This design comes from an exercise in tuning for small area, a short achievable clock period and few clock cycles per item on the open sky130 flow, not from production work. In this exercise RTL edits were held to simulation tests only and were not proved equivalent to the original. Power and IR drop assume default switching activity.

==> design/flow/design.v <==
module huffman(clk, reset, gray_valid, gray_data, CNT_valid, CNT1, CNT2, CNT3, CNT4, CNT5, CNT6,
    code_valid, HC1, HC2, HC3, HC4, HC5, HC6, M1, M2, M3, M4, M5, M6 );
input clk;
input reset;
input gray_valid;
input [7:0] gray_data;
output CNT_valid;
output [7:0] CNT1, CNT2, CNT3, CNT4, CNT5, CNT6;
output code_valid;
output [7:0] HC1, HC2, HC3, HC4, HC5, HC6;
output [7:0] M1, M2, M3, M4, M5, M6;
	reg [6:0] w [0:5];    
	reg [2:0] ptr [0:5];  
	reg [3:0] hc [0:5];
	reg [3:0] mk [0:5];   
	reg started;          
	reg act;              
	reg ph;               
	reg [4:1] fm;         
	assign CNT1 = {1'b0, w[5]};
	assign CNT2 = {1'b0, w[0]};
	assign CNT3 = {1'b0, w[1]};
	assign CNT4 = {1'b0, w[2]};
	assign CNT5 = {1'b0, w[3]};
	assign CNT6 = {1'b0, w[4]};
	assign HC1 = {3'b0, ptr[0][1], hc[0]};
	assign HC2 = {3'b0, ptr[1][1], hc[1]};
	assign HC3 = {3'b0, ptr[2][1], hc[2]};
	assign HC4 = {3'b0, ptr[3][1], hc[3]};
	assign HC5 = {3'b0, ptr[4][1], hc[4]};
	assign HC6 = {3'b0, ptr[5][1], hc[5]};
	assign M1 = {3'b0, ptr[0][0], mk[0][3:1], 1'b1};
	assign M2 = {3'b0, ptr[1][0], mk[1][3:1], 1'b1};
	assign M3 = {3'b0, ptr[2][0], mk[2][3:1], 1'b1};
	assign M4 = {3'b0, ptr[3][0], mk[3][3:1], 1'b1};
	assign M5 = {3'b0, ptr[4][0], mk[4][3:1], 1'b1};
	assign M6 = {3'b0, ptr[5][0], mk[5][3:1], 1'b1};
	wire detect = started && !gray_valid;
	assign CNT_valid = act && fm[4];
	assign code_valid = !act && !fm[1];
	wire sum = act && ph;
	wire ins = act && !ph;
	wire last = sum && w[2][6] && w[2][5] && w[2][4];
	function lt;
		input [6:0] a, b;
		integer n;
		begin
			lt = 1'b0;
			for (n = 0; n < 7; n = n + 1) lt = (a[n] == b[n]) ? lt : b[n];
		end
	endfunction
	wire [6:0] N = w[0];
	reg [6:0] Nc;
	wire [5:1] l;
	genvar k;
	generate for (k = 1; k < 6; k = k + 1) begin : cmp
		assign l[k] = lt(w[k], Nc);
	end endgenerate
	wire [6:0] c = {1'b0, l[5], l[4:1] | fm, 1'b1};
	wire [6:1] mv = {sum, {5{act}} & (c[5:1] | {5{ph}})};
	wire [2:0] q = {c[4], c[2] & !c[4], (c[1] & !c[2]) | (c[3] & !c[4]) | c[5]};
	wire [6:0] ap = w[0] ^ w[1], ag = w[0] & w[1];
	wire [6:0] cy;
	assign cy[0] = 1'b0;
	assign cy[1] = ag[0];
	assign cy[2] = ag[1] | (ap[1] & ag[0]);
	wire g32 = ag[3] | (ap[3] & ag[2]), p32 = ap[3] & ap[2];
	wire g54 = ag[5] | (ap[5] & ag[4]), p54 = ap[5] & ap[4];
	assign cy[3] = ag[2] | (ap[2] & cy[2]);
	assign cy[4] = g32 | (p32 & cy[2]);
	assign cy[5] = ag[4] | (ap[4] & cy[4]);
	assign cy[6] = g54 | (p54 & cy[4]);
	wire [6:0] ws = ap ^ cy;
	always @(posedge clk or posedge reset) begin
		if (reset) begin
			started <= 0;
			act <= 0;
			ph <= 0;
			fm <= 4'b1111;
		end else begin
			started <= gray_valid || (started && !detect);
			act <= detect || (act && !last);
			ph <= ins && !fm[1];
			if (ins) fm <= {1'b0, fm[4:2]};
		end
	end
	wire [2:0] g = gray_data[2:0];
	wire [5:0] en = {gray_valid && g == 3'd6, gray_valid && g == 3'd5, gray_valid && g == 3'd4,
	                 gray_valid && g == 3'd3, gray_valid && g == 3'd2, gray_valid && g == 3'd1};
	wire [2:0] slot [0:5];
	assign slot[0] = 3'd5; assign slot[1] = 3'd0; assign slot[2] = 3'd1;
	assign slot[3] = 3'd2; assign slot[4] = 3'd3; assign slot[5] = 3'd4;
	genvar j;
	generate for (j = 0; j < 6; j = j + 1) begin : ent
		localparam integer s = (j == 5) ? 0 : j + 1;
		wire [6:0] up = (j < 5) ? w[j + 1] : 7'h7f;
		wire [6:0] ones;    
		assign ones[0] = 1'b1;
		genvar n;
		for (n = 1; n < 7; n = n + 1) begin : pre
			assign ones[n] = &w[j][n - 1:0];
		end
		wire [6:0] inc = w[j] ^ (ones & {7{en[s]}});
		wire tu = (j == 0) ? ins && c[1] : mv[j + 1];
		wire tn = (j == 0) ? act && !tu : mv[j] && !mv[j + 1];
		wire [6:0] nv = (j == 0) ? (sum ? ws : N) : N;
		wire [6:0] d = ({7{tu}} & up) | ({7{tn}} & nv) | ({7{!tu && !tn}} & inc);
		always @(posedge clk or posedge reset) begin
			if (reset) w[j] <= 0;
			else w[j] <= d;
		end
		if (j == 0) begin : copy
			always @(posedge clk) Nc <= d;
		end
	end endgenerate
	reg [2:0] qr;
	always @(posedge clk or posedge reset) begin
		if (reset) qr <= 0;
		else qr <= (sum && !last) ? 3'd7 : ins ? q : 3'd0;
	end
	genvar i;
	generate for (i = 0; i < 6; i = i + 1) begin : sym
		wire [2:0] p = ptr[i];
		wire [2:0] pm1 = {p[2] & (p[1] | p[0]), p[1] ^ !p[0], !p[0]};  
		wire z = p == 3'd0;
		wire [2:0] pe = z ? ((qr == 3'd7) ? 3'd0 : qr) : ((p <= qr) ? pm1 : p);
		wire a = sum && pe[2:1] == 2'd0;
		wire a0 = sum && pe == 3'd0;
		always @(posedge clk or posedge reset) begin
			if (reset) begin
				ptr[i] <= slot[i];
				hc[i] <= 0;
				mk[i] <= 0;
			end else begin
				ptr[i] <= last ? {1'b0, mk[i][3] && a0, mk[i][3]} : pe;
				mk[i] <= mk[i] | ({4{a}} & {mk[i][2:0], 1'b1});
				hc[i] <= hc[i] | ({4{a0}} & {mk[i][2:0], 1'b1} & ~mk[i]);
			end
		end
	end endgenerate
endmodule
==> design/flow/flow/run.sh <==
#!/bin/bash
# The standard layout, with plain buffers on the ports instead of the
# resizer's default pick (a slow delay cell), a clock tree without the
# dummy balancing loads, and synthesis's single tie cells kept.
set -euo pipefail
export BUFFER_PORTS_ARGS="-buffer_cell sky130_fd_sc_hd__buf_1"
export CTS_ARGS="-sink_clustering_enable -repair_clock_nets -dont_use_dummy_load -buf_list {sky130_fd_sc_hd__clkbuf_4 sky130_fd_sc_hd__clkbuf_8}"
export SKIP_REPAIR_TIE_FANOUT=1
bash standard.sh > standard.log 2>&1
==> design/flow/standard.sh <==
#!/bin/bash
# synth_recipe.tcl (not shown) runs the flow's synth.tcl, then flattens the netlist and writes it again
# the make line also repeats each setting of config.mk as NAME=value (left out here)
make -C /OpenROAD-flow-scripts/flow DESIGN_CONFIG=/design/flow/config.mk WORK_HOME=/design/flow/orfs CLKGATE_MAP_FILE= SYNTH_SCRIPT=/design/flow/synth_recipe.tcl "${@:-finish}"
==> design/flow/config.mk <==
export PLATFORM = sky130hd
export DESIGN_NAME = huffman
export DESIGN_NICKNAME = huffman
export VERILOG_FILES = /design/flow/design.v
export SDC_FILE = /design/flow/constraint.sdc
export NUM_CORES = 4
export LEC_CHECK = 0
export CAP_MARGIN = 20
export CORE_MARGIN = 2
export CORE_UTILIZATION = 40
export SETUP_SLACK_MARGIN = 2.8
export SLEW_MARGIN = 20
==> design/flow/constraint.sdc <==
create_clock -name core_clock -period 5.0 [get_ports {clk}]
set_input_delay 1.0000 -clock core_clock [delete_from_list [all_inputs] [get_ports {clk}]]
set_output_delay 1.0000 -clock core_clock [all_outputs]
set_load 0.01 [all_outputs]
==> summary.txt, run 1 <==
Placed design
The count of buffers inserted at the top-level ports is 103. The last weighted congestion value of the routability-driven placer is 0.798. Summed over all nets, the half-perimeter wirelength after detailed placement is 14,100 um.

The instance count after placement with tap cells included is 1,085.

Clock network
The number of H-tree levels is 4. The total of hold buffers inserted after clock tree synthesis is 0. Clock-pin slew was measured on the worst setup and hold paths at 0.07 ns. Clock tree synthesis found a total of 125 sinks.

The clock root buffer is sky130_fd_sc_hd__clkbuf_8. The number of CTS-inserted buffers is 17. The source-to-sink clock delay at the later pin of the worst-skew pair is 0.46 ns. TritonCTS built the clock tree. The worst-case clock buffer depth is 2.

Status
The flow ran to the end and the layout has no timing, DRC or antenna violations.

Cells and area
The fill cell total of the finished layout is 1,886. In the layout the commonest cells are 96 x sky130_fd_sc_hd__buf_1, 89 x sky130_fd_sc_hd__dfrtp_1, 61 x sky130_fd_sc_hd__inv_1, 59 x sky130_fd_sc_hd__nand2_1, 32 x sky130_fd_sc_hd__ha_1. The leading cell type in the layout, fill and taps excluded is sky130_fd_sc_hd__buf_1.

The layout cell share with drive strength beyond 1 is 22.6%. The end-of-flow core utilization is 46.6%. The count of non-filler cells in the finished layout is 1,135.

The count of antenna diodes in the layout is 0. In the final design database the tool counted 922 nets. The layout-stage area growth over the synthesis result is 14.2%.

Synth
The average instance in the mapped netlist occupies 9.89 um^2. The number of enable flip-flop cells after synthesis is 0. sky130_fd_sc_hd__dfrtp_1 takes more of the synthesized area than any other cell. By area the synthesized netlist is led by sky130_fd_sc_hd__dfrtp_1 34%, sky130_fd_sc_hd__buf_4 7.4%, sky130_fd_sc_hd__ha_1 5.7%. In this run, synthesis produced a sequential element count of 125. The synthesis warning total is 5. Yosys mapped the design onto 82 distinct sky130hd cell types. In the synthesized netlist the async set-or-reset flop fraction comes to 94.4%.

The flip-flop cell with the highest count after synthesis is sky130_fd_sc_hd__dfrtp_1. Synthesis produced a netlist whose cell count is 805. The post-synthesis cell area is 7960 um^2. The synthesized design devotes to its leading area cell type 33.6% of total area. The share of the Yosys chip area taken by registers is 39.0%. Synthesis produced a netlist with a net count of 855.

Timing
The count of final max-slew check failures is 0. For the pin with the worst max-slew slack, the measured transition is 0.779 ns. Timing would allow up to 438 MHz. The share of the cycle needed by the critical path after routing is 45.6%. The number of hold violations in the final report is 0. The clock arrives with 0.0222 ns of skew.

The setup TNS is 0 ns. The relative max-transition margin is 48.0%. Counting I/O delays and the setup requirement, the final critical path takes 2.28 ns. The worst slack on hold paths is 0.465 ns. Setup violations remaining at the end of the flow were counted as 0.

Setup repair after global routing could not meet its margin everywhere.

Worst hold path
In this run the worst hold path is classified as flop to flop. For hold timing, the worst endpoint is hc[0][0]$_DFF_PP0_. Along the worst hold path, the cell count comes to 1.

The worst hold path begins at hc[0][0]$_DFF_PP0_.

Setup path
Measured in cells, the most critical reg-to-reg path has a length of 10. The data required time of the worst path is 4.00 ns. In this run the register-to-register setup slack is 2.76 ns.

The type of element capturing the critical path is an output port. The category of the critical setup timing path is flop to output port. Along the worst path, the maximum fanout reaches 8.

The arrival time at the worst endpoint is 1.28 ns. The nature of the critical path startpoint is a flop. The worst register-to-register path ends at w[0][4]$_DFF_PP0_. The startpoint of the worst register-to-register path is w[1][0]$_DFF_PP0_.

Global routing
The first global-routing pass estimated 33,000 um of wire. The overall global routing resource usage is 19.6%. For this run the aggregate overflow at the end of global routing stands at 0. The initial antenna violation count is 0. The largest net degree at the start of global routing is 119. The via count of the first global-routing pass is 5,958.

Routing
The final antenna-violating net count is 0. The routed wirelength normalized by instance count is 18.4 um. After detailed routing, the wire length on met1 is 9490 um. Dividing the detail-routed via count by the number of cells gives 5.50.

The routed wire length is 20,900 um. Before antenna repair, the detailed router went through 5 iterations. The routed design uses 1160 um of met3 wire.

The DRC violation count after routing is 0. Summed over all nets, wire length on met2 after detailed routing comes to 9840 um. After the first detailed-routing iteration, the DRC count stood at 351. Across all layers, the routed design uses 6,245 vias. The highest metal layer carrying signal wires in the routed design is met4.

Floorplanning
The floorplan step defined a die boundary enclosing 21,100 um^2. Once the floorplan was initialized, standard cells occupied 40.8% of the core. The initialized floorplan defines 51 standard-cell rows. The width of the die is 145 um.

The core area is 19,500 um^2. For this design the top-level I/O count stands at 157. The vertical die dimension is 145 um.

Power and ir drop
Dividing total power by cell area gives a power density of 851 nW/um^2. The analysis attributes to cell leakage a power of 3.84 nW. The overall power consumption is 0.00774 W. VDD sags by at most 328 uV.

Job
The number of max-cap violations is 0.
[worst max path at each step]
stage / start / to / depth (start not counted)
after floorplan: reset / act$_DFF_PP0_ / 1
after global placement: ph$_DFF_PP0_ / w[1][1]$_DFF_PP0_ / 5
after detailed placement: ph$_DFF_PP0_ / w[1][4]$_DFF_PP0_ / 5
after CTS: act$_DFF_PP0_ / CNT_valid / 3
after global routing: qr[1]$_DFF_PP0_ / hc[4][2]$_DFF_PP0_ / 8
final: w[0][0]$_DFF_PP0_ / CNT2[0] / 3
[cells in the mapped netlist, types with 17 or more instances]
master	instances
sky130_fd_sc_hd__dfrtp_1	107
sky130_fd_sc_hd__buf_4	78
sky130_fd_sc_hd__inv_1	67
sky130_fd_sc_hd__nand2_1	62
sky130_fd_sc_hd__ha_1	36
sky130_fd_sc_hd__nor2_1	32
sky130_fd_sc_hd__xnor2_1	31
sky130_fd_sc_hd__a21oi_1	26
sky130_fd_sc_hd__nor2b_1	25
sky130_fd_sc_hd__o221ai_1	22
sky130_fd_sc_hd__a41o_1	21
sky130_fd_sc_hd__o21ai_0	21
sky130_fd_sc_hd__nand3_1	17
[state kept, by name, indices dropped and copies added (netlist names)]
| signal | cells |
|---|---|
| w | 42 |
| hc | 24 |
| mk | 24 |
| ptr | 18 |
| Nc | 7 |
| fm | 4 |
| qr | 3 |
| act | 1 |
| ph | 1 |
| started | 1 |
[repair_timing]
| action | 4_1_cts | 5_1_grt |
|---|---|---|
| cloned | 3 | 0 |
| endpoints found under the setup margin | 100 | 104 |
| resized for setup | 59 | 71 |
| setup buffers | 24 | 6 |
| pin swaps | 18 | 32 |
[layer usage]
layer,up-vias,track usage [%]
met2,184,31.1
met3,32,4.65
li1,2975,-
met4,0,5.05
met1,3054,27.0
met5,-,0
[worst max-delay path: stages, from the launching register on]
cell and delay (ns):
sky130_fd_sc_hd__dfrtp_2 0.43, sky130_fd_sc_hd__buf_4 0.14, sky130_fd_sc_hd__buf_6 0.13, sky130_fd_sc_hd__buf_1 0.12
[cell type report]
type	count	area, um^2	share of cell area, %
Multi-Input combinational cell	520	4370	48.1
Sequential cell	125	3140	34.5
Timing Repair Buffer	139	747	8.22
Tap cell	265	332	3.65
Inverter	69	274	3.01
Clock buffer	17	234	2.57
[kinds of logic after synthesis]
kind of cell / share of synthesized area, %
and+or+nand+nor: 14.4
DFF: 39.0
AOI/OAI and AO/OA: 22.4
xor gates and xnor gates: 4.84
buffers and inverters: 11.5
other: 0.0943
muxes: 1.26
adders and majority gates: 6.55
[where the power goes]
| group | switching, W | internal, W |
|---|---|---|
| combinational | 0.00280 | 0.00218 |
| clock | 0.000369 | 0.000299 |
| sequential | 0.000600 | 0.00149 |
[through the flow]
step                      setup WS (ns)  area, um^2
final                              2.72        9090
after global routing               2.68        9090
after CTS                          2.75        8800
after detailed placement           2.19        8090
after global placement             2.25        8090
after floorplan                    2.57        7980
Testbench counts, summed over its fixed seeds: cycles 11,136, items 96.
==> run 2: changes to the inputs <==
--- a/design/flow/config.mk
+++ b/design/flow/config.mk
@@ -10,3 +10,4 @@
 export CORE_UTILIZATION = 40
-export SETUP_SLACK_MARGIN = 2.8
+export SETUP_SLACK_MARGIN = 2.6
 export SLEW_MARGIN = 20
+export TNS_END_PERCENT = 50
==> summary.txt, run 2 <==
Synth
The leading cell type by number of instances after synthesis is sky130_fd_sc_hd__dfrtp_1 (unchanged). The proportion of synthesized chip area in sequential cells is 39.0% (unchanged). The post-synthesis cell area is 7960 um^2 (unchanged). Cell types occupying the most area after synthesis: sky130_fd_sc_hd__dfrtp_1 34%, sky130_fd_sc_hd__buf_4 7.4%, sky130_fd_sc_hd__ha_1 5.7% (unchanged). The number of enable flip-flop cells after synthesis is 0 (unchanged). The mean cell area of the mapped netlist came to 9.89 um^2 (unchanged). Most common library cells after synthesis: 107 x sky130_fd_sc_hd__dfrtp_1, 78 x sky130_fd_sc_hd__buf_4, 67 x sky130_fd_sc_hd__inv_1 (unchanged).

The number of storage elements in the synthesis netlist is 125 (unchanged). The proportion of netlist area held by the largest area contributor was 33.6% (unchanged). The leading area contributor after synthesis is sky130_fd_sc_hd__dfrtp_1 (unchanged).

The synthesized net count is 855 (unchanged). The flip-flop cell with the highest count after synthesis is sky130_fd_sc_hd__dfrtp_1 (unchanged). The number of instances in the synthesized netlist was 805 (unchanged). The post-synthesis cell type count is 82 (unchanged). The synthesis warning total was 5 (unchanged).

The share of async-settable or async-resettable flops after synthesis is 94.4% (unchanged).

Timing
The relative max-transition margin is 26.4% (was 48.0%). The total setup violations reported at the end of the flow is 0 (unchanged). The shortest clock period the worst path allows after layout is 2.39 ns (was 2.28 ns). The share of the cycle needed by the critical path after routing is 47.7% (was 45.6%). The worst setup skew after layout is 0.0222 ns (about the same). The number of hold violations in the final report is 0 (unchanged). The setup TNS came to 0 ns (unchanged). The count of final max-slew check failures is 0 (unchanged). The transition time at the pin with the least slew margin is 1.10 ns (was 0.779 ns). Setup repair after global routing missed its margin: true (unchanged). The maximum achievable frequency is 419 MHz (was 438 MHz).

Setup path
The delay of the slowest cell on the worst path is 0.32 ns (was 0.43 ns). The beginning of the critical path is act$_DFF_PP0_ (was w[0][0]$_DFF_PP0_). The startpoint of the worst register-to-register path is qr[1]$_DFF_PP0_ (was w[1][0]$_DFF_PP0_).

The arrival time at the worst endpoint is 1.39 ns (was 1.28 ns). The buffers plus inverters on the worst setup path is 2 (was 3). The worst reg-to-reg path cell count is 9 (was 10).

The critical path's top delay family was buffers and inverters (was flip-flops). The highest-delay cell along the critical path is sky130_fd_sc_hd__dfrtp_1 (was sky130_fd_sc_hd__dfrtp_2). The setup slack of the most critical reg-to-reg path is 2.66 ns (was 2.76 ns). The nature of the critical path startpoint is a flop (unchanged). The category of the critical setup timing path is flop to output port (unchanged). The biggest fanout along the worst timing path came to 21 (was 8). The type of element capturing the critical path is an output port (unchanged). The data required time of the worst path came to 4.00 ns (about the same). Cells along the critical path: buf_4 -> and2_1 -> buf_1 (was buf_4 -> buf_6 -> buf_1). The worst flop-to-flop path endpoint is mk[1][0]$_DFF_PP0_ (was w[0][4]$_DFF_PP0_).

Power and ir drop
The switching power total is 0.00343 W (was 0.00376 W). The worst IR drop on VDD was 362 uV (was 328 uV). The overall power consumption is 0.00697 W (was 0.00774 W). The internal power component is 0.00354 W (was 0.00398 W).

The leakage power is 3.62 nW (was 3.84 nW). The switching part of the total power came to 49.2% (was 48.6%). The sequential fraction of design power is 29.4% (was 27.1%). The combinational power share is 61.2% (was 64.3%). The clock network fraction of design power is 9.4% (was 8.6%).

The total power per unit cell area is 821 nW/um^2 (was 851 nW/um^2).

Routing
The number of iterations in the first detailed-routing pass came to 5 (unchanged). The routed wire length came to 19,700 um (was 20,900 um). The number of vias in the routed layout came to 6,091 (was 6,245). The vias per cell came to 5.49 (was 5.50). The DRC violation count after routing was 0 (unchanged). The final antenna-violating net count was 0 (unchanged). The routed wirelength normalized by instance count is 17.7 um (was 18.4 um).

The initial detailed-routing violation count is 301 (was 351).

Global routing
The overall overflow remaining after global route is 0 (unchanged). The largest net degree at the start of global routing is 47 (was 119). The via count of the first global-routing pass was 5,862 (was 5,958). The wire length of the first global-routing pass is 32,000 um (was 33,000 um). The overall global routing resource usage is 18.9% (was 19.6%). The initial antenna violation count came to 0 (unchanged).

Cells and area
Commonest cells after routing, fill and taps aside: 103 x sky130_fd_sc_hd__buf_1, 100 x sky130_fd_sc_hd__dfrtp_1, 63 x sky130_fd_sc_hd__inv_1, 61 x sky130_fd_sc_hd__nand2_1, 36 x sky130_fd_sc_hd__ha_1 (was 96 x sky130_fd_sc_hd__buf_1, 89 x sky130_fd_sc_hd__dfrtp_1, 61 x sky130_fd_sc_hd__inv_1, 59 x sky130_fd_sc_hd__nand2_1, 32 x sky130_fd_sc_hd__ha_1). The layout cell share with drive strength beyond 1 is 13.9% (was 22.6%). The layout-stage area growth over the synthesis result came to 6.58% (was 14.2%).

The leading cell type in the layout, fill and taps excluded is sky130_fd_sc_hd__buf_1 (unchanged). The count of non-filler cells in the finished layout is 1,109 (was 1,135). Top flop regs: w (42), hc (24), mk (24) (unchanged). The number of flip-flops under the largest register name is 42 (unchanged).

The count of antenna diodes in the layout is 0 (unchanged). The final layout net count came to 896 (was 922). The largest register by flop count is w (unchanged).

Status
Result of the run: finished clean (unchanged).

Placed design
The post-DP HPWL is 14,300 um (was 14,100 um). The last weighted congestion value of the routability-driven placer was 0.820 (was 0.798). The instance count after placement with tap cells included was 1,085 (unchanged).

The count of buffers inserted at the top-level ports is 103 (unchanged).

Clock network
The number of CTS-inserted buffers came to 17 (unchanged). The worst-case clock buffer depth is 2 (unchanged). The number of H-tree levels is 4 (unchanged). The CTS tree is built (unchanged).

The clock edge transition at the registers on the reported setup and hold paths came to 0.06 ns (was 0.07 ns). The count of clock tree sinks is 125 (unchanged). The total of hold buffers inserted after clock tree synthesis is 0 (unchanged). The clock root buffer is sky130_fd_sc_hd__clkbuf_8 (unchanged). The source-to-sink clock delay at the later pin of the worst-skew pair was 0.45 ns (was 0.46 ns).

Floorplanning
The vertical die dimension came to 145 um (unchanged). The core area is 19,500 um^2 (unchanged). The I/O pin count is 157 (unchanged). The width of the die is 145 um (unchanged). The effective utilization at floorplan is 40.8% (unchanged).

The full die area came to 21,100 um^2 (unchanged). The number of rows in the core area was 51 (unchanged).

Worst hold path
The end of the worst hold path is hc[0][1]$_DFF_PP0_ (was hc[0][0]$_DFF_PP0_). The worst hold path class is flop to flop (unchanged). The start point of the worst min-delay path is hc[0][1]$_DFF_PP0_ (was hc[0][0]$_DFF_PP0_). The worst hold path cell count is 1 (unchanged).

Job
The number of max-cap violations came to 0 (unchanged).
-- run 2: timing repair --
item | CTS | global route
endpoints found under the setup margin | 75 | 86
resized for setup | 14 | 23
pin swaps | 3 | 3
cloned | 0 | 0
setup buffers | 3 | 4
-- run 2: kinds of logic after synthesis --
logic type	after synthesis	synth area share [%]
other	2	0.0943
adder cells (fa/ha/maj)	40	6.55
AO/OA/AOI/OAI	216	22.4
flip-flops	125	39.0
XOR/XNOR	44	4.84
multiplexers	10	1.26
buffers and inverters	162	11.5
AND/OR/NAND/NOR	206	14.4
-- run 2: how the worst max path moves through the flow --
stage                           to  slack [ns]  cells past startpoint
5_1_grt                  CNT_valid        2.53                      3
3_5_place_dp     w[0][6]$_DFF_PP0_        2.01                      6
3_3_place_gp     w[0][6]$_DFF_PP0_        2.02                      6
6_report                 CNT_valid        2.61                      3
4_1_cts        ptr[5][1]$_DFF_PP0_        2.53                      8
2_1_floorplan        act$_DFF_PP0_        2.57                      1
-- run 2: layout make-up --
cell class / instances / area (um^2)
Fill cell: 1962 / 11000
Timing Repair Buffer: 115 / 477
Inverter: 69 / 267
Sequential cell: 125 / 3120
Clock buffer: 17 / 234
Tap cell: 265 / 332
Multi-Input combinational cell: 518 / 4060
-- run 2: power groups by stage --
stage | sequential (W) | combinational (W) | clock (W)
2_1_floorplan | 0.00199 | 0.00313 | 0
3_3_place_gp | 0.00207 | 0.00394 | 0
3_5_place_dp | 0.00208 | 0.00399 | 0
4_1_cts | 0.00206 | 0.00411 | 0.000678
5_1_grt | 0.00214 | 0.00474 | 0.000720
6_report | 0.00205 | 0.00427 | 0.000655
-- run 2: stage by stage --
step	hold WS, ns	util, %	area, um^2	setup slack (ns)
after global placement	0.445	41.3	8070	2.02
after CTS	0.472	42.8	8360	2.53
after detailed placement	0.454	41.3	8070	2.01
after global routing	0.487	43.5	8490	2.53
final	0.463	43.5	8490	2.61
after floorplan	0.442	-	7970	2.57
-- run 2: per-layer routing --
layer  GRT usage (%)  vias up  wire (um)
met1            26.0     2958       9250
met3            4.25       20       1020
met5               0        -          0
li1                -     2915          -
met2            29.8      198       9090
met4            5.78        0        316
==> run 3: changes to the inputs <==
--- a/design/flow/config.mk
+++ b/design/flow/config.mk
@@ -12,2 +12 @@
 export SLEW_MARGIN = 20
-export TNS_END_PERCENT = 50
==> summary.txt, run 3 <==
Status
Result of the run: finished clean (unchanged).

Routing
The final antenna-violating net count is 0 (unchanged). The routed wirelength normalized by instance count is 17.8 um (was 17.7 um). The number of vias in the routed layout was 6,080 (was 6,091). The DRC violation count after routing came to 0 (unchanged). The initial detailed-routing violation count was 327 (was 301). The vias per cell is 5.45 (was 5.49). The routed wire length was 19,800 um (was 19,700 um). The number of iterations in the first detailed-routing pass is 5 (unchanged).

Global routing
The initial antenna violation count is 0 (unchanged). The via count of the first global-routing pass is 5,889 (was 5,862). The routing usage on met3 was 4.25% (unchanged). The overall overflow remaining after global route is 0 (unchanged). The met1 demand-to-capacity share in global routing is 26.2% (was 26.0%). The fraction of met2 tracks used by global routing was 30.1% (was 29.8%). The largest net degree at the start of global routing is 47 (unchanged). The wire length of the first global-routing pass came to 32,200 um (was 32,000 um). The overall global routing resource usage is 19.1% (was 18.9%). The most crowded layer after global routing is met2 (unchanged).

Cells and area
The number of flip-flops under the largest register name came to 42 (unchanged). Commonest cells after routing, fill and taps aside: 103 x sky130_fd_sc_hd__buf_1, 100 x sky130_fd_sc_hd__dfrtp_1, 63 x sky130_fd_sc_hd__inv_1, 61 x sky130_fd_sc_hd__nand2_1, 36 x sky130_fd_sc_hd__ha_1 (unchanged). The layout cell share with drive strength beyond 1 is 14.9% (was 13.9%).

The layout-stage area growth over the synthesis result is 7.78% (was 6.58%). The count of antenna diodes in the layout is 0 (unchanged). The largest register by flop count is w (unchanged). The leading cell type in the layout, fill and taps excluded was sky130_fd_sc_hd__buf_1 (unchanged).

The final layout net count is 902 (was 896). Top flop regs: w (42), hc (24), mk (24) (unchanged). The final non-filler cell area is 8580 um^2 (was 8490 um^2).

Clock network
The clock root buffer is sky130_fd_sc_hd__clkbuf_8 (unchanged). The source-to-sink clock delay at the later pin of the worst-skew pair is 0.45 ns (about the same). The number of H-tree levels was 4 (unchanged). The clock edge transition at the registers on the reported setup and hold paths came to 0.06 ns (about the same). The total of hold buffers inserted after clock tree synthesis was 0 (unchanged). The worst-case clock buffer depth came to 2 (unchanged). The CTS tree is built (unchanged).

The count of clock tree sinks is 125 (unchanged). The number of CTS-inserted buffers is 17 (unchanged).

Setup path
The nature of the critical path startpoint is a flop (unchanged). The type of element capturing the critical path was an output port (unchanged). The arrival time at the worst endpoint came to 1.31 ns (was 1.39 ns). The data required time of the worst path is 4.00 ns (about the same). The category of the critical setup timing path is flop to output port (unchanged). The biggest fanout along the worst timing path is 21 (unchanged).

Timing
The relative max-transition margin is 25.0% (was 26.4%). The transition time at the pin with the least slew margin is 1.12 ns (was 1.10 ns). The slack of the critical path is 2.69 ns (was 2.61 ns). The worst setup skew after layout is 0.0224 ns (was 0.0222 ns). The maximum achievable frequency is 433 MHz (was 419 MHz). The count of final max-slew check failures is 0 (unchanged). The total setup violations reported at the end of the flow is 0 (unchanged).

The share of the cycle needed by the critical path after routing is 46.1% (was 47.7%). The number of hold violations in the final report came to 0 (unchanged). The setup TNS was 0 ns (unchanged).

Setup repair after global routing missed its margin: false (was true). The shortest clock period the worst path allows after layout is 2.31 ns (was 2.39 ns).

Placed design
The post-DP HPWL is 14,300 um (unchanged). The count of buffers inserted at the top-level ports was 103 (unchanged). The last weighted congestion value of the routability-driven placer is 0.820 (unchanged). The post-detailed-placement cell area is 8070 um^2 (unchanged). The worst setup timing slack at the placement stage was 2.01 ns (unchanged).

Power and ir drop
The leakage power is 3.64 nW (was 3.62 nW). The total power per unit cell area came to 829 nW/um^2 (was 821 nW/um^2). The switching part of the total power is 49.2% (about the same). The internal power component came to 0.00361 W (was 0.00354 W). The clock network fraction of design power came to 9.2% (was 9.4%). The worst IR drop on VDD is 361 uV (was 362 uV). The sequential fraction of design power was 28.9% (was 29.4%). The combinational power share is 61.8% (was 61.2%).

The switching power total came to 0.00350 W (was 0.00343 W).

Floorplanning
The core area is 19,500 um^2 (unchanged). The effective utilization at floorplan is 40.8% (unchanged). The full die area is 21,100 um^2 (unchanged). The width of the die is 145 um (unchanged).

The vertical die dimension is 145 um (unchanged). The I/O pin count is 157 (unchanged). The number of rows in the core area is 51 (unchanged).

Synth
The mean cell area of the mapped netlist is 9.89 um^2 (unchanged). The proportion of synthesized chip area in sequential cells came to 39.0% (unchanged). The number of enable flip-flop cells after synthesis came to 0 (unchanged).

The post-synthesis cell area is 7960 um^2 (unchanged). The proportion of netlist area held by the largest area contributor is 33.6% (unchanged). The number of storage elements in the synthesis netlist is 125 (unchanged). The post-synthesis cell type count is 82 (unchanged). The synthesized net count is 855 (unchanged).

The share of async-settable or async-resettable flops after synthesis is 94.4% (unchanged). The leading cell type by number of instances after synthesis is sky130_fd_sc_hd__dfrtp_1 (unchanged). Cell types occupying the most area after synthesis: sky130_fd_sc_hd__dfrtp_1 34%, sky130_fd_sc_hd__buf_4 7.4%, sky130_fd_sc_hd__ha_1 5.7% (unchanged).

Most common library cells after synthesis: 107 x sky130_fd_sc_hd__dfrtp_1, 78 x sky130_fd_sc_hd__buf_4, 67 x sky130_fd_sc_hd__inv_1 (unchanged). The synthesis warning total is 5 (unchanged). The leading area contributor after synthesis is sky130_fd_sc_hd__dfrtp_1 (unchanged). The number of instances in the synthesized netlist was 805 (unchanged). The flip-flop cell with the highest count after synthesis is sky130_fd_sc_hd__dfrtp_1 (unchanged).

Worst hold path
The worst hold path class is flop to flop (unchanged).

Job
The number of max-cap violations came to 0 (unchanged).
[run 3: cell counts after synthesis]
Identical to the previous run, type by type.
[run 3: cell type report]
class                   instances  area (um^2)
clock buffers                  17          234
fillers                      1962        10900
inverters                      69          267
multi-input cells             519         4110
flip-flops and latches        125         3120
well taps                     265          332
repair buffers                120          522
[run 3: final timing paths]
| path | start | endpoint | slack, ns | cells after the start |
|---|---|---|---|---|
| max reg2reg | qr[1]$_DFF_PP0_ | mk[2][0]$_DFF_PP0_ | 2.69 | 9 |
| max in group asynchronous | reset | qr[1]$_DFF_PP0_ | 3.13 | 3 |
| min reg2reg | hc[0][1]$_DFF_PP0_ | hc[0][1]$_DFF_PP0_ | 0.46 | 1 |
| min in group asynchronous | reset | hc[0][3]$_DFF_PP0_ | 0.74 | 2 |
| min | hc[0][1]$_DFF_PP0_ | hc[0][1]$_DFF_PP0_ | 0.46 | 1 |
| max | act$_DFF_PP0_ | CNT_valid | 2.69 | 3 |
[run 3: cells by family (layout without fill, tap and decap cells)]
group,count (synthesis),in the layout,share of synthesized area (%)
muxes,10,10,1.26
AOI/OAI and AO/OA,216,216,22.4
other,2,2,0.0943
buffers and inverters,162,206,11.5
xor gates and xnor gates,44,44,4.84
and+or+nand+nor,206,207,14.4
adders and majority gates,40,40,6.55
DFF,125,125,39.0
[run 3: metal layers]
metal | routed length, um | part of all wire (%)
met5 | 0 | 0
met3 | 891 | 4.5
met2 | 9250 | 47
met1 | 9390 | 47
met4 | 312 | 1.6
[run 3: worst max-delay path, stage by stage (launching register included)]
cell and delay (ns):
sky130_fd_sc_hd__dfrtp_1 0.35, sky130_fd_sc_hd__buf_8 0.20, sky130_fd_sc_hd__and2_1 0.17, sky130_fd_sc_hd__buf_1 0.15
[run 3: timing repair]
| action | CTS | global route |
|---|---|---|
| setup buffers | 4 | 8 |
| pin swaps | 4 | 6 |
| cloned | 1 | 0 |
| gates resized for setup | 19 | 26 |
| endpoints found under the setup margin | 75 | 87 |
[run 3: per-stage QoR]
step                util, %  cells  hold slack, ns  power [W]
finish                 44.0   1115           0.463    0.00711
global route           44.0   1115           0.487    0.00774
CTS                    43.2   1107           0.472    0.00694
detailed placement     41.3   1085           0.454    0.00607
global placement       41.3   1085           0.445    0.00601
floorplan                 -    805           0.442    0.00513
[run 3: power by group through the flow]
| stage | clock (W) | sequential, W | combinational, W |
|---|---|---|---|
| 6_report | 0.000657 | 0.00206 | 0.00440 |
| 5_1_grt | 0.000720 | 0.00214 | 0.00488 |
| 4_1_cts | 0.000678 | 0.00206 | 0.00421 |
| 3_5_place_dp | 0 | 0.00208 | 0.00399 |
| 3_3_place_gp | 0 | 0.00207 | 0.00394 |
| 2_1_floorplan | 0 | 0.00199 | 0.00313 |
==> run 4: changes to the inputs <==
--- a/design/flow/config.mk
+++ b/design/flow/config.mk
@@ -9,3 +9,3 @@
 export CORE_MARGIN = 2
-export CORE_UTILIZATION = 40
+export CORE_UTILIZATION = 50
 export SETUP_SLACK_MARGIN = 2.6
==> summary.txt, run 4 <==
Status
Result of the run: finished clean (unchanged).

Setup path
The biggest fanout along the worst timing path is 12 (was 21). The critical path's top delay family is flip-flops (unchanged). The delay of the slowest cell on the worst path is 0.57 ns (was 0.35 ns).

The nature of the critical path startpoint is a flop (unchanged). The type of element capturing the critical path is an output port (unchanged). The highest-delay cell along the critical path is sky130_fd_sc_hd__dfrtp_4 (was sky130_fd_sc_hd__dfrtp_1).

The arrival time at the worst endpoint is 1.34 ns (was 1.31 ns). The data required time of the worst path is 4.00 ns (about the same). The category of the critical setup timing path is flop to output port (unchanged). Cells along the critical path: nor2_1 -> buf_1 (was buf_8 -> and2_1 -> buf_1). The buffers plus inverters on the worst setup path is 1 (was 2).

Floorplanning
The number of rows in the core area is 46 (was 51). The width of the die is 130 um (was 145 um). The I/O pin count is 157 (unchanged). The core area is 15,700 um^2 (was 19,500 um^2). The full die area is 17,000 um^2 (was 21,100 um^2). The vertical die dimension is 130 um (was 145 um). The effective utilization at floorplan is 50.7% (was 40.8%).

Synth
The leading cell type by number of instances after synthesis is sky130_fd_sc_hd__dfrtp_1 (unchanged). The post-synthesis cell area is 7960 um^2 (unchanged). The mean cell area of the mapped netlist was 9.89 um^2 (unchanged). The proportion of synthesized chip area in sequential cells is 39.0% (unchanged). The post-synthesis cell type count is 82 (unchanged). The flip-flop cell with the highest count after synthesis is sky130_fd_sc_hd__dfrtp_1 (unchanged). The synthesized net count is 855 (unchanged). The synthesis warning total is 5 (unchanged). The leading area contributor after synthesis is sky130_fd_sc_hd__dfrtp_1 (unchanged).

The number of storage elements in the synthesis netlist is 125 (unchanged). Cell types occupying the most area after synthesis: sky130_fd_sc_hd__dfrtp_1 34%, sky130_fd_sc_hd__buf_4 7.4%, sky130_fd_sc_hd__ha_1 5.7% (unchanged). Most common library cells after synthesis: 107 x sky130_fd_sc_hd__dfrtp_1, 78 x sky130_fd_sc_hd__buf_4, 67 x sky130_fd_sc_hd__inv_1 (unchanged). The share of async-settable or async-resettable flops after synthesis is 94.4% (unchanged). The proportion of netlist area held by the largest area contributor is 33.6% (unchanged).

The number of instances in the synthesized netlist is 805 (unchanged). The number of enable flip-flop cells after synthesis is 0 (unchanged).

Global routing
The largest net degree at the start of global routing is 51 (was 47). The initial antenna violation count is 0 (unchanged). The via count of the first global-routing pass is 6,116 (was 5,889). The wire length of the first global-routing pass came to 32,100 um (was 32,200 um).

The overall overflow remaining after global route is 0 (unchanged). The overall global routing resource usage is 24.5% (was 19.1%).

Cells and area
Top flop regs: w (42), hc (24), mk (24) (unchanged). The final layout net count is 899 (was 902). The register area was 3120 um^2 (about the same). The layout-stage area growth over the synthesis result was 6.95% (was 7.78%).

The number of flip-flops under the largest register name is 42 (unchanged). The end-of-flow core utilization was 54.2% (was 44.0%). The layout cell share with drive strength beyond 1 is 14.9% (about the same). The area taken by multi-input logic gates is 4130 um^2 (was 4110 um^2). The leading cell type in the layout, fill and taps excluded is sky130_fd_sc_hd__buf_1 (unchanged).

Commonest cells after routing, fill and taps aside: 103 x sky130_fd_sc_hd__buf_1, 101 x sky130_fd_sc_hd__dfrtp_1, 63 x sky130_fd_sc_hd__inv_1, 62 x sky130_fd_sc_hd__nand2_1, 36 x sky130_fd_sc_hd__ha_1 (was 103 x sky130_fd_sc_hd__buf_1, 100 x sky130_fd_sc_hd__dfrtp_1, 63 x sky130_fd_sc_hd__inv_1, 61 x sky130_fd_sc_hd__nand2_1, 36 x sky130_fd_sc_hd__ha_1). The count of antenna diodes in the layout is 0 (unchanged). The largest register by flop count is w (unchanged).

The fill cell total of the finished layout came to 1,496 (was 1,962).

Timing
The worst setup skew after layout was 0.0301 ns (was 0.0224 ns). The count of final max-slew check failures came to 0 (unchanged). The transition time at the pin with the least slew margin is 0.921 ns (was 1.12 ns). The setup TNS is 0 ns (unchanged).

The worst slack on hold paths is 0.464 ns (was 0.463 ns). The maximum achievable frequency is 427 MHz (was 433 MHz). The total setup violations reported at the end of the flow came to 0 (unchanged). The shortest clock period the worst path allows after layout was 2.34 ns (was 2.31 ns). Setup repair after global routing missed its margin: true (was false). The number of hold violations in the final report came to 0 (unchanged). The share of the cycle needed by the critical path after routing is 46.8% (was 46.1%). The relative max-transition margin is 38.5% (was 25.0%).

Job
The number of max-cap violations is 0 (unchanged).

Routing
The routed wirelength normalized by instance count came to 18.9 um (was 17.8 um). The DRC violation count after routing is 0 (unchanged). The vias per cell is 5.80 (was 5.45).

The initial detailed-routing violation count is 350 (was 327). The routed wire length is 20,100 um (was 19,800 um). The final antenna-violating net count was 0 (unchanged).

The number of vias in the routed layout is 6,168 (was 6,080). The number of iterations in the first detailed-routing pass is 5 (unchanged).

Clock network
The number of CTS-inserted buffers is 17 (unchanged). The worst-case clock buffer depth is 2 (unchanged). The number of H-tree levels is 4 (unchanged). The CTS tree is built (unchanged). The source-to-sink clock delay at the later pin of the worst-skew pair is 0.46 ns (was 0.45 ns). The clock edge transition at the registers on the reported setup and hold paths was 0.06 ns (about the same). The count of clock tree sinks was 125 (unchanged). The clock root buffer is sky130_fd_sc_hd__clkbuf_8 (unchanged).

The total of hold buffers inserted after clock tree synthesis was 0 (unchanged).

Placed design
The last weighted congestion value of the routability-driven placer was 0.900 (was 0.820). The count of buffers inserted at the top-level ports is 103 (unchanged). The post-DP HPWL is 14,700 um (was 14,300 um).

Power and ir drop
The overall power consumption was 0.00721 W (was 0.00711 W). The leakage power is 3.64 nW (about the same). The total power per unit cell area is 847 nW/um^2 (was 829 nW/um^2). The worst IR drop on VDD is 371 uV (was 361 uV).

Worst hold path
The worst hold path class is flop to flop (unchanged).
==> run 4: cell counts after synthesis <==
No cell type changed its count.
==> run 4: final timing paths <==
path	cells after the start	slack, ns	start	to
setup / recovery	2	2.66	act$_DFF_PP0_	code_valid
hold / removal	1	0.46	hc[1][3]$_DFF_PP0_	hc[1][3]$_DFF_PP0_
setup reg to reg	6	2.67	Nc[6]$_DFF_P_	w[4][6]$_DFF_PP0_
hold reg to reg	1	0.46	hc[1][3]$_DFF_PP0_	hc[1][3]$_DFF_PP0_
max in group asynchronous	3	3.05	reset	act$_DFF_PP0_
min in group asynchronous	2	0.70	reset	mk[0][1]$_DFF_PP0_
==> run 4: final cells by class <==
type                       instances  area share [%]
timing repair buffer             118            5.86
tap                              216            3.17
multi-input combinational        518            48.4
inverter                          69            3.16
clock buffer                      17            2.75
sequential                       125            36.6
==> run 4: repair_timing <==
item / in CTS / in global routing
endpoints found under the setup margin: 83 / 80
pin swaps: 3 / 5
gates resized for setup: 19 / 29
setup buffers: 7 / 4
==> run 4: per-layer routing <==
layer / vias up / global-route usage, % / wire length, um
li1: 2910 / - / -
met3: 27 / 4.80 / 853
met2: 162 / 41.3 / 10100
met4: 0 / 9.23 / 400
met1: 3069 / 31.4 / 8780
met5: - / 0 / 0
==> run 4: cell families after synthesis <==
| group | Yosys count | synth area share (%) |
|---|---|---|
| other cells | 2 | 0.0943 |
| flops | 125 | 39.0 |
| compound gates | 216 | 22.4 |
| simple gates | 206 | 14.4 |
| mux | 10 | 1.26 |
| xor+xnor | 44 | 4.84 |
| buf+inv | 162 | 11.5 |
| fa+ha+maj | 40 | 6.55 |
==> run 4: where the power goes <==
part / total, W / switching, W / internal (W)
clock network: 0.000646 / 0.000348 / 0.000298
registers: 0.00207 / 0.000593 / 0.00148
logic: 0.00449 / 0.00264 / 0.00185
total: 0.00721 / 0.00359 / 0.00363
==> run 4: stage by stage <==
stage                     cells  cell area [um^2]  worst slack [ns]
after floorplan             805              7970              2.57
after global placement     1035              8000              2.19
after detailed placement   1035              8000              2.20
after CTS                  1059              8360              2.60
after global routing       1063              8520              2.60
final                      1063              8520              2.66
==> run 5: changes to the inputs <==
--- a/design/flow/config.mk
+++ b/design/flow/config.mk
@@ -9,3 +9,3 @@
 export CORE_MARGIN = 2
-export CORE_UTILIZATION = 50
+export CORE_UTILIZATION = 30
 export SETUP_SLACK_MARGIN = 2.6
==> summary.txt, run 5 <==
Synth
The synthesis warning total came to 5 (unchanged). The number of instances in the synthesized netlist is 805 (unchanged). The proportion of netlist area held by the largest area contributor is 33.6% (unchanged). The leading cell type by number of instances after synthesis is sky130_fd_sc_hd__dfrtp_1 (unchanged).

The number of enable flip-flop cells after synthesis came to 0 (unchanged). Most common library cells after synthesis: 107 x sky130_fd_sc_hd__dfrtp_1, 78 x sky130_fd_sc_hd__buf_4, 67 x sky130_fd_sc_hd__inv_1 (unchanged). The number of storage elements in the synthesis netlist was 125 (unchanged). The post-synthesis cell area is 7960 um^2 (unchanged). The proportion of synthesized chip area in sequential cells came to 39.0% (unchanged). The mean cell area of the mapped netlist was 9.89 um^2 (unchanged).

The leading area contributor after synthesis is sky130_fd_sc_hd__dfrtp_1 (unchanged). The share of async-settable or async-resettable flops after synthesis is 94.4% (unchanged). The flip-flop cell with the highest count after synthesis is sky130_fd_sc_hd__dfrtp_1 (unchanged). The synthesized net count is 855 (unchanged).

Cell types occupying the most area after synthesis: sky130_fd_sc_hd__dfrtp_1 34%, sky130_fd_sc_hd__buf_4 7.4%, sky130_fd_sc_hd__ha_1 5.7% (unchanged). The post-synthesis cell type count is 82 (unchanged).

Floorplanning
The core area is 26,100 um^2 (was 15,700 um^2). The vertical die dimension is 167 um (was 130 um). The full die area came to 27,900 um^2 (was 17,000 um^2). The number of rows in the core area was 59 (was 46). The I/O pin count was 157 (unchanged). The effective utilization at floorplan is 30.6% (was 50.7%). The width of the die is 167 um (was 130 um).

Cells and area
Commonest cells after routing, fill and taps aside: 103 x sky130_fd_sc_hd__buf_1, 99 x sky130_fd_sc_hd__dfrtp_1, 62 x sky130_fd_sc_hd__nand2_1, 62 x sky130_fd_sc_hd__inv_1, 35 x sky130_fd_sc_hd__ha_1 (was 103 x sky130_fd_sc_hd__buf_1, 101 x sky130_fd_sc_hd__dfrtp_1, 63 x sky130_fd_sc_hd__inv_1, 62 x sky130_fd_sc_hd__nand2_1, 36 x sky130_fd_sc_hd__ha_1). The layout cell share with drive strength beyond 1 is 15.1% (was 14.9%). The final layout net count was 904 (was 899).

Top flop regs: w (42), hc (24), mk (24) (unchanged). The final non-filler cell area is 8680 um^2 (was 8520 um^2). The layout-stage area growth over the synthesis result is 9.07% (was 6.95%). The leading cell type in the layout, fill and taps excluded was sky130_fd_sc_hd__buf_1 (unchanged). The number of flip-flops under the largest register name came to 42 (unchanged). The largest register by flop count was w (unchanged). The fill cell total of the finished layout is 2,727 (was 1,496). The count of antenna diodes in the layout came to 0 (unchanged).

Timing
Setup repair after global routing missed its margin: true (unchanged). The worst setup skew after layout is 0.0262 ns (was 0.0301 ns). The number of hold violations in the final report is 0 (unchanged). The shortest clock period the worst path allows after layout was 2.33 ns (was 2.34 ns). The share of the cycle needed by the critical path after routing is 46.5% (was 46.8%).

The setup TNS came to 0 ns (unchanged). The maximum achievable frequency was 430 MHz (was 427 MHz). The relative max-transition margin is 49.4% (was 38.5%). The total setup violations reported at the end of the flow is 0 (unchanged). The transition time at the pin with the least slew margin is 0.757 ns (was 0.921 ns). The count of final max-slew check failures came to 0 (unchanged). The slack of the critical path is 2.67 ns (was 2.66 ns).

Setup path
The biggest fanout along the worst timing path came to 12 (unchanged). The highest-delay cell along the critical path is sky130_fd_sc_hd__dfrtp_4 (unchanged). The startpoint of the worst register-to-register path is qr[1]$_DFF_PP0_ (was Nc[6]$_DFF_P_). The nature of the critical path startpoint is a flop (unchanged).

The category of the critical setup timing path was flop to output port (unchanged). The type of element capturing the critical path is an output port (unchanged). The data required time of the worst path is 4.00 ns (about the same). The arrival time at the worst endpoint was 1.33 ns (was 1.34 ns).

The beginning of the critical path was act$_DFF_PP0_ (unchanged). The buffers plus inverters on the worst setup path came to 1 (unchanged). The critical path's top delay family is flip-flops (unchanged).

Cells along the critical path: nor2_1 -> buf_1 (unchanged). The delay of the slowest cell on the worst path is 0.57 ns (about the same).

Placed design
The post-detailed-placement cell area came to 8160 um^2 (was 8000 um^2). The post-DP HPWL is 14,900 um (was 14,700 um). The count of buffers inserted at the top-level ports was 103 (unchanged). The worst setup timing slack at the placement stage came to 2.12 ns (was 2.20 ns). The last weighted congestion value of the routability-driven placer is 0.790 (was 0.900).

Routing
The initial detailed-routing violation count came to 464 (was 350). The number of vias in the routed layout came to 6,117 (was 6,168). The vias per cell came to 5.15 (was 5.80). The DRC violation count after routing is 0 (unchanged). The final antenna-violating net count is 0 (unchanged). The routed wirelength normalized by instance count is 17.5 um (was 18.9 um). The routed wire length was 20,800 um (was 20,100 um).

The number of iterations in the first detailed-routing pass came to 7 (was 5).

Clock network
The worst-case clock buffer depth came to 2 (unchanged). The number of H-tree levels was 4 (unchanged). The number of CTS-inserted buffers is 17 (unchanged).

The clock root buffer is sky130_fd_sc_hd__clkbuf_8 (unchanged). The count of clock tree sinks is 125 (unchanged). The source-to-sink clock delay at the later pin of the worst-skew pair is 0.45 ns (was 0.46 ns). The CTS tree is built (unchanged). The clock edge transition at the registers on the reported setup and hold paths is 0.06 ns (about the same). The total of hold buffers inserted after clock tree synthesis came to 0 (unchanged).

Global routing
The via count of the first global-routing pass is 5,979 (was 6,116). The largest net degree at the start of global routing came to 119 (was 51). The wire length of the first global-routing pass is 33,300 um (was 32,100 um). The overall overflow remaining after global route is 0 (unchanged). The overall global routing resource usage is 14.9% (was 24.5%). The initial antenna violation count is 0 (unchanged).

Power and ir drop
The total power per unit cell area came to 823 nW/um^2 (was 847 nW/um^2). The leakage power is 3.66 nW (was 3.64 nW). The worst IR drop on VDD is 427 uV (was 371 uV).

Worst hold path
The worst hold path class is flop to flop (unchanged). The start point of the worst min-delay path is hc[2][3]$_DFF_PP0_ (was hc[1][3]$_DFF_PP0_).

Job
The number of max-cap violations is 0 (unchanged).

Status
Result of the run: finished clean (unchanged).
==> run 5: cell counts after synthesis <==
Identical to the previous run, type by type.
==> run 5: kinds of logic after synthesis <==
family / synth area share [%]
XOR/XNOR: 4.84
AO/OA/AOI/OAI: 22.4
adder cells (fa/ha/maj): 6.55
AND/OR/NAND/NOR: 14.4
multiplexers: 1.26
other: 0.0943
buffers and inverters: 11.5
flip-flops: 39.0
==> run 5: what timing repair did <==
| item | 4_1_cts | 5_1_grt |
|---|---|---|
| endpoints found under the setup margin | 76 | 86 |
| setup buffers | 6 | 10 |
| pin swaps | 4 | 6 |
| gates resized for setup | 22 | 24 |
==> run 5: area by class of cell <==
type,count,area [um^2],area share (%)
inverter,69,269,3.10
tap,335,419,4.83
multi-input combinational,518,4090,47.1
clock buffer,17,234,2.69
sequential,125,3120,35.9
timing repair buffer,123,553,6.37
==> run 5: power breakdown <==
| group | total (W) | internal, W | leakage (nW) | switching (W) |
|---|---|---|---|---|
| logic | 0.00441 | 0.00184 | 2.20 | 0.00257 |
| registers | 0.00208 | 0.00148 | 1.33 | 0.000592 |
| clock network | 0.000663 | 0.000299 | 0.122 | 0.000363 |
==> run 5: routing by layer <==
layer  GRT usage, %  vias to the layer above  share of wire, %
met5              0                        -                 0
met4           2.77                        0              0.93
met3           3.30                       18               5.7
met2           24.4                      175                48
met1           20.5                     2997                46
li1               -                     2927                 -
==> run 5: final timing paths <==
check	endpoint	slack (ns)	depth (start not counted)
max in group asynchronous	qr[1]$_DFF_PP0_	3.67	3
worst min register to register	hc[2][3]$_DFF_PP0_	0.46	1
worst max register to register	ptr[3][1]$_DFF_PP1_	2.70	8
min in group asynchronous	hc[0][0]$_DFF_PP0_	0.68	3
worst min-delay path	hc[2][3]$_DFF_PP0_	0.46	1
worst max-delay path	code_valid	2.67	2
==> run 5: worst register-to-register path, cell delays in order (launching register included) <==
cell and delay (ns):
sky130_fd_sc_hd__dfrtp_2 0.46, sky130_fd_sc_hd__inv_4 0.11, sky130_fd_sc_hd__ha_1 0.24, sky130_fd_sc_hd__nor2b_1 0.14
sky130_fd_sc_hd__o21a_1 0.17, sky130_fd_sc_hd__o21ai_2 0.19, sky130_fd_sc_hd__mux2i_1 0.19, sky130_fd_sc_hd__a2111o_1 0.52
sky130_fd_sc_hd__o22ai_1 0.19
==> run 5: stage by stage <==
| step | std cells | utilization (%) | hold slack [ns] | power (W) |
|---|---|---|---|---|
| 2_1_floorplan | 805 | - | 0.442 | 0.00513 |
| 3_3_place_gp | 1154 | 31.3 | 0.445 | 0.00605 |
| 3_5_place_dp | 1154 | 31.3 | 0.454 | 0.00614 |
| 4_1_cts | 1177 | 32.7 | 0.469 | 0.00700 |
| 5_1_grt | 1187 | 33.3 | 0.476 | 0.00780 |
| 6_report | 1187 | 33.3 | 0.464 | 0.00715 |
==> run 6: changes to the inputs <==
--- a/design/flow/config.mk
+++ b/design/flow/config.mk
@@ -9,3 +9,4 @@
 export CORE_MARGIN = 2
-export CORE_UTILIZATION = 30
+export CORE_UTILIZATION = 40
+export PLACE_DENSITY = 0.75
 export SETUP_SLACK_MARGIN = 2.6
==> summary.txt, run 6 <==
Status
Result of the run: finished clean (unchanged).

Clock network
The count of clock tree sinks came to 125 (unchanged). The number of H-tree levels is 4 (unchanged). The clock edge transition at the registers on the reported setup and hold paths is 0.06 ns (about the same). The CTS tree is built (unchanged). The number of CTS-inserted buffers is 17 (unchanged).

The clock root buffer is sky130_fd_sc_hd__clkbuf_8 (unchanged). The worst-case clock buffer depth is 2 (unchanged). The total of hold buffers inserted after clock tree synthesis came to 0 (unchanged). The source-to-sink clock delay at the later pin of the worst-skew pair is 0.44 ns (was 0.45 ns).

Timing
The worst setup skew after layout was 0.0320 ns (was 0.0262 ns). The slack of the critical path is 2.67 ns (about the same). The share of the cycle needed by the critical path after routing is 46.7% (was 46.5%). The worst slack on hold paths is 0.463 ns (was 0.464 ns).

The count of final max-slew check failures is 0 (unchanged). The number of hold violations in the final report came to 0 (unchanged). The total setup violations reported at the end of the flow is 0 (unchanged). The relative max-transition margin is 51.5% (was 49.4%).

The transition time at the pin with the least slew margin is 0.726 ns (was 0.757 ns). The maximum achievable frequency was 428 MHz (was 430 MHz). Setup repair after global routing missed its margin: true (unchanged). The setup TNS is 0 ns (unchanged).

The shortest clock period the worst path allows after layout is 2.33 ns (about the same).

Cells and area
The leading cell type in the layout, fill and taps excluded was sky130_fd_sc_hd__buf_1 (unchanged). The layout-stage area growth over the synthesis result was 7.84% (was 9.07%). Top flop regs: w (42), hc (24), mk (24) (unchanged).

The final layout net count is 897 (was 904). The layout cell share with drive strength beyond 1 is 14.7% (was 15.1%). The largest register by flop count is w (unchanged). Commonest cells after routing, fill and taps aside: 103 x sky130_fd_sc_hd__buf_1, 100 x sky130_fd_sc_hd__dfrtp_1, 63 x sky130_fd_sc_hd__inv_1, 61 x sky130_fd_sc_hd__nand2_1, 36 x sky130_fd_sc_hd__ha_1 (was 103 x sky130_fd_sc_hd__buf_1, 99 x sky130_fd_sc_hd__dfrtp_1, 62 x sky130_fd_sc_hd__nand2_1, 62 x sky130_fd_sc_hd__inv_1, 35 x sky130_fd_sc_hd__ha_1). The number of flip-flops under the largest register name came to 42 (unchanged).

The fill cell total of the finished layout is 1,924 (was 2,727). The end-of-flow core utilization was 44.0% (was 33.3%). The count of antenna diodes in the layout is 0 (unchanged).

Synth
The compound-cell area share of the yosys netlist is 22.4% (unchanged). The number of storage elements in the synthesis netlist is 125 (unchanged). The share of async-settable or async-resettable flops after synthesis is 94.4% (unchanged). The proportion of synthesized chip area in sequential cells is 39.0% (unchanged).

The leading area contributor after synthesis was sky130_fd_sc_hd__dfrtp_1 (unchanged). The post-synthesis cell type count is 82 (unchanged). The number of instances in the synthesized netlist is 805 (unchanged). The share of synthesized cell area in full adder, half adder and majority cells is 6.55% (unchanged). The post-synthesis mux area share was 1.26% (unchanged). The number of enable flip-flop cells after synthesis is 0 (unchanged). The xor/xnor cell area share of the yosys netlist is 4.84% (unchanged). The area share of and/or/nand/nor cells after synthesis was 14.4% (unchanged). The proportion of netlist area held by the largest area contributor is 33.6% (unchanged). Most common library cells after synthesis: 107 x sky130_fd_sc_hd__dfrtp_1, 78 x sky130_fd_sc_hd__buf_4, 67 x sky130_fd_sc_hd__inv_1 (unchanged). The synthesized net count is 855 (unchanged). The synthesis warning total was 5 (unchanged). Cell types occupying the most area after synthesis: sky130_fd_sc_hd__dfrtp_1 34%, sky130_fd_sc_hd__buf_4 7.4%, sky130_fd_sc_hd__ha_1 5.7% (unchanged). The mean cell area of the mapped netlist came to 9.89 um^2 (unchanged).

The leading cell type by number of instances after synthesis is sky130_fd_sc_hd__dfrtp_1 (unchanged). The flip-flop cell with the highest count after synthesis is sky130_fd_sc_hd__dfrtp_1 (unchanged). The post-synthesis cell area came to 7960 um^2 (unchanged).

The dominant combinational cell family by area after synthesis is compound AO/OA/AOI/OAI gates (unchanged).

Power and ir drop
The worst IR drop on VDD is 353 uV (was 427 uV). The internal power component is 0.00361 W (was 0.00362 W). The combinational power share is 62.0% (was 61.7%). The clock network fraction of design power was 9.1% (was 9.3%). The switching power total is 0.00352 W (was 0.00353 W). The leakage power is 3.63 nW (was 3.66 nW). The overall power consumption is 0.00713 W (was 0.00715 W). The switching part of the total power is 49.3% (about the same). The total power per unit cell area is 830 nW/um^2 (was 823 nW/um^2). The sequential fraction of design power is 29.0% (about the same).

Global routing
The via count of the first global-routing pass was 5,966 (was 5,979). The fraction of met2 tracks used by global routing was 30.8% (was 24.4%). The initial antenna violation count is 0 (unchanged). The overall global routing resource usage came to 18.6% (was 14.9%). The overall overflow remaining after global route is 0 (unchanged).

The wire length of the first global-routing pass was 31,900 um (was 33,300 um). The routing usage on met3 was 3.65% (was 3.30%). The most crowded layer after global routing is met2 (unchanged). The met1 demand-to-capacity share in global routing came to 25.3% (was 20.5%). The largest net degree at the start of global routing is 72 (was 119).

Setup path
The category of the critical setup timing path was flop to flop (was flop to output port). The arrival time at the worst endpoint is 2.60 ns (was 1.33 ns). The data required time of the worst path was 5.27 ns (was 4.00 ns). The biggest fanout along the worst timing path is 9 (was 12). The startpoint of the worst register-to-register path is Nc[6]$_DFF_P_ (was qr[1]$_DFF_PP0_). The type of element capturing the critical path is a flop (was output port). The nature of the critical path startpoint was a flop (unchanged). The setup slack of the most critical reg-to-reg path is 2.67 ns (was 2.70 ns).

The capturing instance or port of the critical path is w[4][1]$_DFF_PP0_ (was code_valid). The worst flop-to-flop path endpoint is w[4][1]$_DFF_PP0_ (was ptr[3][1]$_DFF_PP1_). The beginning of the critical path is Nc[6]$_DFF_P_ (was act$_DFF_PP0_). The worst reg-to-reg path cell count is 6 (was 8).

Routing
The number of vias in the routed layout is 6,183 (was 6,117). The routed wirelength normalized by instance count is 17.7 um (was 17.5 um). The vias per cell is 5.57 (was 5.15). The DRC violation count after routing is 0 (unchanged). The initial detailed-routing violation count is 447 (was 464). The number of iterations in the first detailed-routing pass is 7 (unchanged). The routed wire length is 19,700 um (was 20,800 um).

The final antenna-violating net count is 0 (unchanged).

Floorplanning
The effective utilization at floorplan is 40.8% (was 30.6%). The width of the die is 145 um (was 167 um). The full die area is 21,100 um^2 (was 27,900 um^2). The vertical die dimension is 145 um (was 167 um). The I/O pin count came to 157 (unchanged). The number of rows in the core area is 51 (was 59). The core area was 19,500 um^2 (was 26,100 um^2).

Placed design
The count of buffers inserted at the top-level ports is 103 (unchanged). The last weighted congestion value of the routability-driven placer came to 0.828 (was 0.790). The worst setup timing slack at the placement stage is 1.86 ns (was 2.12 ns). The post-DP HPWL is 14,200 um (was 14,900 um).

Job
The number of max-cap violations is 0 (unchanged).

Worst hold path
The worst hold path class was flop to flop (unchanged).
run 6: metrics by stage:
step,area [um^2],instances
3_3_place_gp,8060,1082
5_1_grt,8590,1110
4_1_cts,8430,1106
6_report,8590,1110
3_5_place_dp,8080,1083
2_1_floorplan,7970,805
run 6: routing by layer:
layer / up-vias / part of all wire (%)
met1: 3027 / 45
li1: 2915 / -
met5: - / 0
met3: 22 / 5.6
met4: 0 / 0.95
met2: 219 / 49
run 6: final cells by class:
type,instances,area [um^2],share of cell area [%]
Clock buffer,17,234,2.72
Inverter,69,268,3.12
Multi-Input combinational cell,518,4130,48.1
Sequential cell,125,3120,36.3
Tap cell,265,332,3.86
Timing Repair Buffer,116,509,5.93
run 6: worst min-delay path by stage:
stage / cells after the start / start / slack (ns) / endpoint
finish: 1 / hc[0][2]$_DFF_PP0_ / 0.46 / hc[0][2]$_DFF_PP0_
global route: 1 / hc[0][2]$_DFF_PP0_ / 0.47 / hc[0][2]$_DFF_PP0_
CTS: 1 / hc[0][3]$_DFF_PP0_ / 0.47 / hc[0][3]$_DFF_PP0_
detailed placement: 1 / hc[0][3]$_DFF_PP0_ / 0.45 / hc[0][3]$_DFF_PP0_
global placement: 1 / hc[2][3]$_DFF_PP0_ / 0.45 / hc[2][3]$_DFF_PP0_
floorplan: 2 / fm[2]$_DFFE_PP1P_ / 0.44 / fm[1]$_DFFE_PP1P_
run 6: cells by family after synthesis:
| kind of cell | after synthesis |
|---|---|
| mux | 10 |
| xor+xnor | 44 |
| other cells | 2 |
| fa+ha+maj | 40 |
| simple gates | 206 |
| buf+inv | 162 |
| flops | 125 |
| compound gates | 216 |
run 6: critical path, stage by stage, from the launching register on:
cell and delay [ns]:
sky130_fd_sc_hd__dfxtp_1 0.44, sky130_fd_sc_hd__ha_1 0.33, sky130_fd_sc_hd__o21ai_0 0.14, sky130_fd_sc_hd__o21bai_1 0.48
sky130_fd_sc_hd__nor2_4 0.14, sky130_fd_sc_hd__a41oi_2 0.42, sky130_fd_sc_hd__o221ai_1 0.22
run 6: power by group through the flow:
stage,clock (W),sequential (W),combinational [W]
CTS,0.000661,0.00206,0.00416
detailed placement,0,0.00209,0.00396
global route,0.000703,0.00214,0.00488
global placement,0,0.00207,0.00385
floorplan,0,0.00199,0.00313
finish,0.000645,0.00206,0.00442
run 6: repair_timing:
action | CTS | global route
pin swaps | 3 | 5
resized for setup | 21 | 26
cloned | 0 | 0
buffers inserted | 6 | 4
endpoints found under the setup margin | 108 | 74

[port drivers added, routing unchanged]
How much do the figures lean on ideal ports? The routed layouts below were timed once more, with nothing changed but the port constraints. Step 1, drivers: a clkbuf_16 drives clk and a buf_2 each remaining input, both assumed. Step 2 adds t to the input delays and takes it off the output delays; t is the mean of the earliest and latest rising clock arrival at the registers after step 1. Input paths then give back, and output paths get back, about the clock's delay inside the block. Three values: no drivers, after step 1, after step 2; two values: the first two.
run	t, ns	slack for setup (ns)	worst setup path at the end	worst register clock-pin slew, ns
run 1	0.488	2.718 / 2.677 / 2.491	input to register	0.08 / 0.08
run 2	0.477	2.613 / 2.572 / 2.310	input to register	0.08 / 0.08
run 3	0.475	2.693 / 2.653 / 2.297	input to register	0.08 / 0.08
run 4	0.481	2.659 / 2.621 / 2.358	input to register	0.08 / 0.08
run 5	0.469	2.674 / 2.635 / 2.275	input to register	0.09 / 0.09
run 6	0.460	2.665 / 2.665 / 2.319	input to register	0.08 / 0.08
After both steps every run listed still meets setup and hold. The setup slack of run 5, which loses most, moves by -0.039 ns with the drivers and by -0.399 ns with both steps.
